Source: an optimization exercise on an open RTL-to-GDS flow (aim: small area). Production flows keep margins and buffers that such runs may drop. In this exercise RTL edits were held to simulation tests only and were not proved equivalent to the original. Power is estimated from default activity; no workload was simulated.

==> flow/design.v (excerpt) <==
module master(
    input clk,
    input rst,
    input btnM, input btnL, input btnR, input btnU, input btnD,
    input [7:0] sw,
    output [7:0] led,
    output [6:0] out,
    output [3:0] an
    );
For scale: ~1,900 cells after synthesis, about 34 I/O pins.
==> flow/config.mk <==
export PLATFORM = sky130hd
export DESIGN_NAME = master
export DESIGN_NICKNAME = master
export VERILOG_FILES = /design/flow/design.v
export SDC_FILE = /design/flow/constraint.sdc
export NUM_CORES = 4
export LEC_CHECK = 0
export ABC_AREA = 1
export CAP_MARGIN = 20
export CORE_MARGIN = 2
export CORE_UTILIZATION = 70
export CTS_BUF_LIST = sky130_fd_sc_hd__clkbuf_8
export CTS_CLUSTER_DIAMETER = 60
export CTS_CLUSTER_SIZE = 16
export SLEW_MARGIN = 20
export SYNTH_MEMORY_MAX_BITS = 16384
==> flow/constraint.sdc <==
create_clock -name core_clock -period 10.0 [get_ports {clk}]
set_input_delay 2.0000 -clock core_clock [delete_from_list [all_inputs] [get_ports {clk}]]
set_output_delay 2.0000 -clock core_clock [all_outputs]
set_load 0.01 [all_outputs]
standard.sh (not shown) runs the stock make flow with config.mk's settings and CLKGATE_MAP_FILE= SYNTH_SCRIPT=/design/flow/synth_recipe.tcl, a recipe that flattens the netlist after the stock synthesis.
==> flow/flow/run.sh <==
#!/bin/bash
# Own layout flow: the standard synthesis, then the combinational logic
# of its netlist is mapped again by ABC for area (flip-flops, their names and
# cell types are kept as the standard synthesis made them), then the standard flow's
# standard layout from floorplan to finish on that netlist.
set -euo pipefail
W=$PWD
R=$W/orfs/results/${FLOW_PLATFORM:-sky130hd}/master/base
L=$W/orfs/logs/${FLOW_PLATFORM:-sky130hd}/master/base
YOSYS=$(command -v yosys || echo /OpenROAD-flow-scripts/tools/install/yosys/bin/yosys)

bash standard.sh synth > $W/standard_synth.log 2>&1

# the don't-use cells that ORFS gave ABC
grep -o -- '-dont_use [A-Za-z0-9_]*' $L/1_2_yosys.log | sort -u | tr '\n' ' ' > $W/dont_use.txt || true

cp $R/1_2_yosys.v $W/1_2_yosys_standard.v
REABC_IN=$W/1_2_yosys_standard.v REABC_OUT=$R/1_2_yosys.v \
REABC_LIB=$FLOW_HOME/platforms/sky130hd/lib/sky130_fd_sc_hd__tt_025C_1v80.lib \
REABC_DONTUSE=$W/dont_use.txt REABC_SCRIPT=$W/flow/area.abc \
  $YOSYS -c $W/flow/reabc.tcl > $W/reabc.log 2>&1

# lay out the new netlist
rm -f $R/1_synth.odb $R/1_synth.sdc
touch $R/1_2_yosys.v
bash standard.sh finish > $W/standard_finish.log 2>&1
==> flow/flow/area.abc <==
strash
&get -n
&dch -f
&nf -R 1000
&put
==> flow/flow/reabc.tcl <==
# Map the combinational logic of the standard synthesis netlist again with
# ABC, for area. Flip-flop cells are black boxes here, so they keep their
# instance names and cell types; nothing merges or removes them.
set lib $::env(REABC_LIB)
yosys read_liberty -ignore_miss_func $lib
yosys setattr -mod -set blackbox 1 sky130_fd_sc_hd__df* sky130_fd_sc_hd__edf* sky130_fd_sc_hd__sdf* sky130_fd_sc_hd__sedf* sky130_fd_sc_hd__dl*
yosys read_verilog $::env(REABC_IN)
yosys hierarchy -top master
yosys tee -o $::env(REABC_OUT).before.stat stat -liberty $lib
yosys flatten
yosys hierarchy -top master
yosys opt_clean -purge
yosys abc -script $::env(REABC_SCRIPT) -liberty $lib {*}[exec cat $::env(REABC_DONTUSE)]
yosys opt_clean -purge
# cell definitions again (black boxes), for the tie cells, buffers and check
yosys read_liberty -lib -overwrite $lib
yosys hilomap -singleton -hicell sky130_fd_sc_hd__conb_1 HI -locell sky130_fd_sc_hd__conb_1 LO
yosys insbuf -buf sky130_fd_sc_hd__buf_4 A X
yosys splitnets
yosys opt_clean -purge
yosys tee -o $::env(REABC_OUT).after.stat stat -liberty $lib
yosys check -assert
yosys write_verilog -noattr -nohex -nodec $::env(REABC_OUT)
The baseline passed the timing, design-rule and antenna checks.
Rerun with:
==> flow/flow/area.abc (replaced) <==
strash
&get -n
&deepsyn -J 50 -T 240
&put
&get -n
&deepsyn -J 50 -T 240
&put
&get -n
&dch -f
&nf -R 1000
&put
After rerunning: Maximum frequency falls by roughly a tenth. Synthesized cell count came out lower by roughly a tenth. Global-route usage decreases by 3.7 points. Worst hold slack is worse by 15 ps. Setup slack is worse by 760 ps. Die area came out lower by a few percent. Final cell count fell by roughly a tenth. Power goes down by a few percent. Design area is lower by a few percent. Register-to-register slack loses 760 ps.

## static timing again, ports no longer ideal
The results above use ideal ports. As a check the final layouts listed here were re-extracted and re-timed, cells and wires unchanged.
Step 1: set_driving_cell puts a clkbuf_16 on clk and a buf_2 on each other input, an assumption about the parent block.
Step 2 also shifts input and output timing later by t, the mid clock arrival at the registers, as if the neighbouring blocks saw the same clock.
a / b / c = ideal ports / drivers / drivers and shift; a / b = the first two.
run	t, ns	setup slack, ns	worst setup path after step 2	worst slew at a driven data input, ns
the first run	0.661	2.741 / 2.741 / 2.741	register to register	0.04
the second run	0.644	1.983 / 1.983 / 1.983	register to register	0.04
After both steps setup and hold are still met in every run listed.
